Context: an optimization exercise on an open-source flow, tuned for small area. The choices shown serve that exercise and are no tape-out recipe. Function was checked by simulation only, so behaviour that the tests miss may differ from the original. No driver is modelled on the clock port, so clock power and skew are understated where the tree is cut down; a real chip needs a root buffer or a tree. No activity file was given, so power comes from the tool's default toggle rates.

// top_module
module top_module(
    input clk,
    input reset,
    input echo,
    input RS232_DTE_RXD,
    output trig,
    output RS232_DTE_TXD,
    output [7:0] led
);
    localparam [12:0] LZ = 13'd1;
    localparam [12:0] LH = 13'd306;
    localparam [12:0] LT = 13'd4822;
    function [12:0] lstep(input [12:0] s);
        lstep = {s[11:0], s[12] ^ s[2]};
    endfunction
    reg rx_s0, rx_s1;
    always @(posedge clk or posedge reset)
        if (reset) begin
            rx_s0 <= 1'b1;
            rx_s1 <= 1'b1;
        end else begin
            rx_s0 <= RS232_DTE_RXD;
            rx_s1 <= rx_s0;
        end
    reg [3:0]  ri;
    reg [12:0] rc;
    reg        rx_m;    
    reg        rx_b0;   
    reg        usr;     
    wire rx_idle = (ri == 4'd0) || (ri == 4'd11) || (ri == 4'd12) || (ri == 4'd14);
    wire rx_tick = (rc == LT);
    always @(posedge clk) begin
        if (rx_idle)
            rc <= LH;
        else if (rx_tick)
            rc <= LZ;
        else
            rc <= lstep(rc);
    end
    always @(posedge clk) begin
        if (rx_idle)
            rx_m <= 1'b1;
        else if (rx_tick && ri >= 4'd3 && ri <= 4'd9 &&
                 (rx_s1 != (ri == 4'd4 || ri == 4'd8)))
            rx_m <= 1'b0;
        if (rx_tick && ri == 4'd2)
            rx_b0 <= rx_s1;
    end
    always @(posedge clk or posedge reset)
        if (reset) begin
            ri <= 4'd14;
            usr <= 1'b1;
        end else begin
            if (ri == 4'd12 || ri == 4'd13)
                usr <= ~rx_b0;
            else if (ri == 4'd14)
                usr <= 1'b0;
            if (ri == 4'd11) begin
                ri <= rx_s1 ? 4'd12 : 4'd13;
            end else if (ri == 4'd13) begin
                ri <= 4'd1;
            end else if (rx_idle) begin
  ...
For scale: roughly 14 I/O pins, roughly 0.0041 sq mm of cells after synthesis.
clock: 20.0 ns
lec_check: 0
cap_margin: 20
core_margin: 2
core_utilization: 80
slew_margin: 20
standard.sh (not shown) runs the stock make flow with config.mk's settings and CLKGATE_MAP_FILE= SYNTH_SCRIPT=/design/flow/synth_recipe.tcl, a recipe that flattens the netlist after the stock synthesis.
==> flow/flow/run.sh <==
#!/bin/bash
# Layout flow: the standard synthesis, then the combinational logic between
# the standard synthesis's flip-flops is re-mapped for area with a few ABC
# scripts (flip-flops are kept as they are: same cells, same names); the
# smallest result that ABC proves equivalent to the standard netlist is used.
# Then the standard ORFS steps from floorplan to finish, with a small clock
# tree (the clock port drives four leaf buffers) and small port buffers. Each tool writes its output to a log here.
set -euo pipefail
HERE=$(pwd)
RES=$HERE/orfs/results/sky130hd/top_module/base
LIB=$FLOW_HOME/platforms/sky130hd/lib/sky130_fd_sc_hd__tt_025C_1v80.lib
YOSYS=yosys
[ -x $FLOW_HOME/../tools/install/yosys/bin/yosys ] && YOSYS=$FLOW_HOME/../tools/install/yosys/bin/yosys
YABC=$(dirname $(command -v $YOSYS))/yosys-abc

# 1. standard synthesis (synth_recipe.tcl through standard.sh)
bash standard.sh $RES/1_2_yosys.v > log_1_synth.txt 2>&1
cp $RES/1_2_yosys.v $HERE/std_synth.v

# 2. re-map the logic between the flip-flops for area
DU=$(sed -n '/DONT_USE_CELLS += /,/^#/p' $FLOW_HOME/platforms/sky130hd/config.mk \
     | grep -o 'sky130_fd_sc_hd__[a-z0-9_]*' | sed 's/^/-dont_use /' | tr '\n' ' ')
BB="sky130_fd_sc_hd__df* sky130_fd_sc_hd__edf* sky130_fd_sc_hd__sdf* sky130_fd_sc_hd__dl* sky130_fd_sc_hd__conb_1"
# the standard netlist as BLIF for the equivalence check
cat > toblif_std.ys <<EOS
read_liberty -ignore_miss_func -ignore_miss_dir $LIB
read_verilog $HERE/std_synth.v
hierarchy -top $FLOW_TOP
flatten
async2sync
dffunmap
opt_clean
write_blif -gates $HERE/std_synth.blif
EOS
$YOSYS -l log_2_std_blif.txt toblif_std.ys > /dev/null 2>&1
best=""; best_area=""
for s in $HERE/flow/abc/*.abc; do
  n=$(basename $s .abc)
  cat > remap_$n.ys <<EOS
read_liberty -ignore_miss_func -ignore_miss_dir $LIB
blackbox $BB
read_verilog $HERE/std_synth.v
hierarchy -top $FLOW_TOP
flatten
opt -purge
abc -liberty $LIB $DU -script $s
opt_clean -purge
hilomap -singleton -hicell sky130_fd_sc_hd__conb_1 HI -locell sky130_fd_sc_hd__conb_1 LO
splitnets
opt_clean -purge
stat -liberty $LIB
write_verilog -noattr -nohex -nodec $HERE/remap_$n.v
EOS
  $YOSYS -l log_2_remap_$n.txt remap_$n.ys > /dev/null 2>&1 || continue
  a=$(grep 'Chip area' log_2_remap_$n.txt | tail -1 | awk '{print $NF}')
  cat > toblif_$n.ys <<EOS
read_liberty -ignore_miss_func -ignore_miss_dir $LIB
read_verilog $HERE/remap_$n.v
hierarchy -top $FLOW_TOP
flatten
async2sync
dffunmap
opt_clean
write_blif -gates $HERE/remap_$n.blif
EOS
  $YOSYS -l log_2_blif_$n.txt toblif_$n.ys > /dev/null 2>&1 || continue
  $YABC -c "dsec $HERE/std_synth.blif $HERE/remap_$n.blif" > log_2_dsec_$n.txt 2>&1 || true
  if grep -q "Networks are equivalent" log_2_dsec_$n.txt; then
    echo "$n area $a equivalent" >> log_2_choice.txt
    if [ -z "$best" ] || awk "BEGIN{exit !($a < $best_area)}"; then best=$n; best_area=$a; fi
  else
    echo "$n area $a NOT proven" >> log_2_choice.txt
  fi
done
if [ -n "$best" ]; then
  echo "chosen $best $best_area" >> log_2_choice.txt
  cp $HERE/remap_$best.v $RES/1_2_yosys.v
else
  echo "chosen standard" >> log_2_choice.txt
fi

# 3. floorplan to finish
export BUFFER_PORTS_ARGS="-buffer_cell sky130_fd_sc_hd__buf_1"
export CTS_ARGS="-sink_clustering_enable -repair_clock_nets -buf_list sky130_fd_sc_hd__clkbuf_8 -dont_use_dummy_load"
# after CTS, the clock port drives four leaf buffers, each one cluster of flip-flops
export POST_CTS_TCL=$HERE/flow/post_cts.tcl
bash standard.sh > log_3_layout.txt 2>&1
Other scripts of this flow, unchanged in this note and not shown: flow/flow/abc/a2.abc, flow/flow/abc/b5.abc, flow/flow/abc/b9.abc, flow/flow/abc/c4.abc, flow/flow/abc/c7.abc, flow/flow/abc/c8.abc, flow/flow/abc/d1.abc, flow/flow/abc/d2.abc, flow/flow/abc/d4.abc, flow/flow/abc/d6.abc, flow/flow/abc/x12.abc, flow/flow/abc/x3.abc, flow/flow/abc/x8.abc, flow/flow/abc/x9.abc, flow/flow/post_cts.tcl
The baseline completed with no timing, DRC or antenna violations.
Rerun with:
CORE_UTILIZATION = 55   (was 80)
=> Clock skew increases by 8.4 ps; sequential power barely changes; fmax increases by about 8%; worst setup slack gets better by 440 ps; core utilization decreases by 26 points; routed wire length decreases by about 17%; area after synthesis is unchanged; register-to-register slack gets better by 440 ps; clock power decreases by about 0.5%.
Rerun with:
CORE_UTILIZATION = 70   (was 55)
GPL_TIMING_DRIVEN = 0   (was unset)
Effect: Via count climbs by 2.6%. Die area drops by 21%. Cell count drops by 5.0%. Fmax drops by 14%. Synthesized area stays the same. Core utilization climbs by 17 points. Worst setup slack is worse by 870 ps. Final area drops by 0.37%. Synthesized cell count is unchanged.
In every run of this note, the design's own scripts or RTL, not TritonCTS, make the clock network.

---

Another version of the RTL of top_module (not shown whole).
For scale: roughly 500 cells after synthesis, about 110 flip-flops, roughly 14 I/O pins, about 0.0050 mm^2 of cells after synthesis.
clock: 20.0 ns
lec_check: 0
cap_margin: 20
core_margin: 2
core_utilization: 70
cts_buf_list: sky130_fd_sc_hd__clkbuf_8
slew_margin: 20
==> flow/flow/run.sh <==
#!/bin/bash
# Standard layout, unchanged; logs kept in this folder.
bash standard.sh > standard.log 2>&1
The baseline produced a clean layout.
==> next run, changes <==
==> flow/flow/run.sh (replaced) <==
#!/bin/bash
# Layout flow: the standard synthesis, then the combinational logic between
# the standard synthesis's flip-flops is re-mapped for area (flip-flops are
# kept as they are: same cells, same names), then the standard ORFS steps
# from floorplan to finish with a small clock tree and small port buffers.
# Each tool writes its full output to a log file in this folder.
set -euo pipefail
HERE=$(pwd)
RES=$HERE/orfs/results/sky130hd/top_module/base
LIB=$FLOW_HOME/platforms/sky130hd/lib/sky130_fd_sc_hd__tt_025C_1v80.lib

# 1. standard synthesis (synth_recipe.tcl through standard.sh)
bash standard.sh $RES/1_2_yosys.v > log_1_synth.txt 2>&1

# 2. re-map the logic between the flip-flops for area
DU=$(sed -n '/DONT_USE_CELLS += /,/^#/p' $FLOW_HOME/platforms/sky130hd/config.mk \
     | grep -o 'sky130_fd_sc_hd__[a-z0-9_]*' | sed 's/^/-dont_use /' | tr '\n' ' ')
cp $RES/1_2_yosys.v $HERE/std_synth.v
cat > remap.ys <<EOS
read_liberty -ignore_miss_func -ignore_miss_dir $LIB
blackbox sky130_fd_sc_hd__df* sky130_fd_sc_hd__edf* sky130_fd_sc_hd__sdf* sky130_fd_sc_hd__dl* sky130_fd_sc_hd__conb_1
read_verilog $HERE/std_synth.v
hierarchy -top $FLOW_TOP
flatten
opt -purge
abc -liberty $LIB $DU -script $HERE/flow/area.abc
opt_clean -purge
hilomap -singleton -hicell sky130_fd_sc_hd__conb_1 HI -locell sky130_fd_sc_hd__conb_1 LO
splitnets
opt_clean -purge
stat -liberty $LIB
write_verilog -noattr -nohex -nodec $HERE/remapped.v
EOS
yosys -l log_2_remap.txt remap.ys > /dev/null 2>&1
cp $HERE/remapped.v $RES/1_2_yosys.v

# 3. floorplan to finish
export BUFFER_PORTS_ARGS="-buffer_cell sky130_fd_sc_hd__buf_1"
export CTS_ARGS="-sink_clustering_enable -repair_clock_nets -buf_list sky130_fd_sc_hd__clkbuf_8 -dont_use_dummy_load"
bash standard.sh > log_3_layout.txt 2>&1
==> flow/flow/area.abc (new file) <==
strash
dch -f
map -a
strash
dch -f
amap
strash
dch -f
amap
topo
CTS_BUF_LIST = not set   (was sky130_fd_sc_hd__clkbuf_8)
Design area decreases by about a fifth; first-iteration DRC count increases by well over a third; flip-flop and latch count does not change; utilization decreases by 1.0 points; routed wire length decreases by a few percent; cell count decreases by a few percent; die area decreases by about a fifth.
==> next run, changes <==
==> flow/run.sh (new file) <==
#!/bin/bash
# synth_recipe.tcl (not shown) runs the flow's synth.tcl, then flattens the netlist and writes it again
# the make line also repeats each setting of config.mk as NAME=value (left out here)
make -C /OpenROAD-flow-scripts/flow DESIGN_CONFIG=/design/flow/config.mk WORK_HOME=/design/flow/orfs CLKGATE_MAP_FILE= SYNTH_SCRIPT=/design/flow/synth_recipe.tcl finish
CTS_BUF_LIST = sky130_fd_sc_hd__clkbuf_8   (was not set)
removed: flow/flow/run.sh
removed: flow/flow/area.abc
removed: flow/standard.sh
After rerunning: Final cell count went up by about 4%. Sequential cell count is unchanged. Routed wire length went up by about 7%. Sequential power grows by 32%. Clock power rose by about 23%. Via count rose by about 3.7%. Area after synthesis came out higher by about 18%.
==> next run, changes <==
ABC_AREA = 1   (was not set)
CORE_UTILIZATION = 40   (was 70)
CTS_BUF_LIST = not set   (was sky130_fd_sc_hd__clkbuf_8)
The changed run went through all stages and came out clean.
Design area went up by 17%.
Routed wire length went up by 42%.
Maximum frequency went up by 2.5%.
Clock skew is about the same.
Register-to-register slack improved by 130 ps.
==> next run, changes <==
ABC_AREA = not set   (was 1)
Outcome:
- combinational power shrinks by a quarter to a third
- worst setup slack is worse by 140 ps
- die area shrinks by roughly a tenth
- routed wire length shrinks by a quarter to a third
- via count shrinks by a quarter to a third
- synthesized area shrinks by roughly a tenth
- design area shrinks by roughly a tenth
- global-route usage shrinks by 2.7 points
- core utilization grows by 0.37 points

[afterwards: timing with drivers on the ports]
Ports are ideal in the flow. The routed layouts listed here were re-timed in OpenROAD. Step 1 assumes that a clkbuf_16 drives the clock port and a buf_2 every other input. Step 2, shift: input delay + t, output delay - t, t = (earliest + latest rising clock arrival at the registers) / 2. This alone moves slack from input paths to output paths. Slacks: no drivers / after step 1 / after step 2; pairs: no drivers / after step 1.
run | t, ns | slack for setup (ns) | clock arrival spread, ns | worst register clock-pin slew, ns
the first run of note 1 | 0.222 | 14.079 / 14.079 / 14.079 | 0.008 / 0.008 | 0.11 / 0.11
the second run of note 1 | 0.217 | 14.523 / 14.523 / 14.523 | 0.014 / 0.013 | 0.11 / 0.11
the third run of note 1 | 0.220 | 13.653 / 13.653 / 13.653 | 0.014 / 0.014 | 0.11 / 0.11
the first run of note 2 | 0.403 | 13.377 / 13.386 / 12.982 | 0.017 / 0.017 | 0.11 / 0.11
the second run of note 2 | 0.379 | 12.164 / 12.170 / 11.792 | 0.034 / 0.033 | 0.11 / 0.11
the third run of note 2 | 0.403 | 13.377 / 13.386 / 12.982 | 0.017 / 0.017 | 0.11 / 0.11
the fourth run of note 2 | 0.394 | 13.536 / 13.553 / 13.160 | 0.013 / 0.013 | 0.08 / 0.08
the fifth run of note 2 | 0.386 | 13.392 / 13.408 / 13.022 | 0.012 / 0.012 | 0.07 / 0.07
After both steps setup and hold are still met in every run listed.
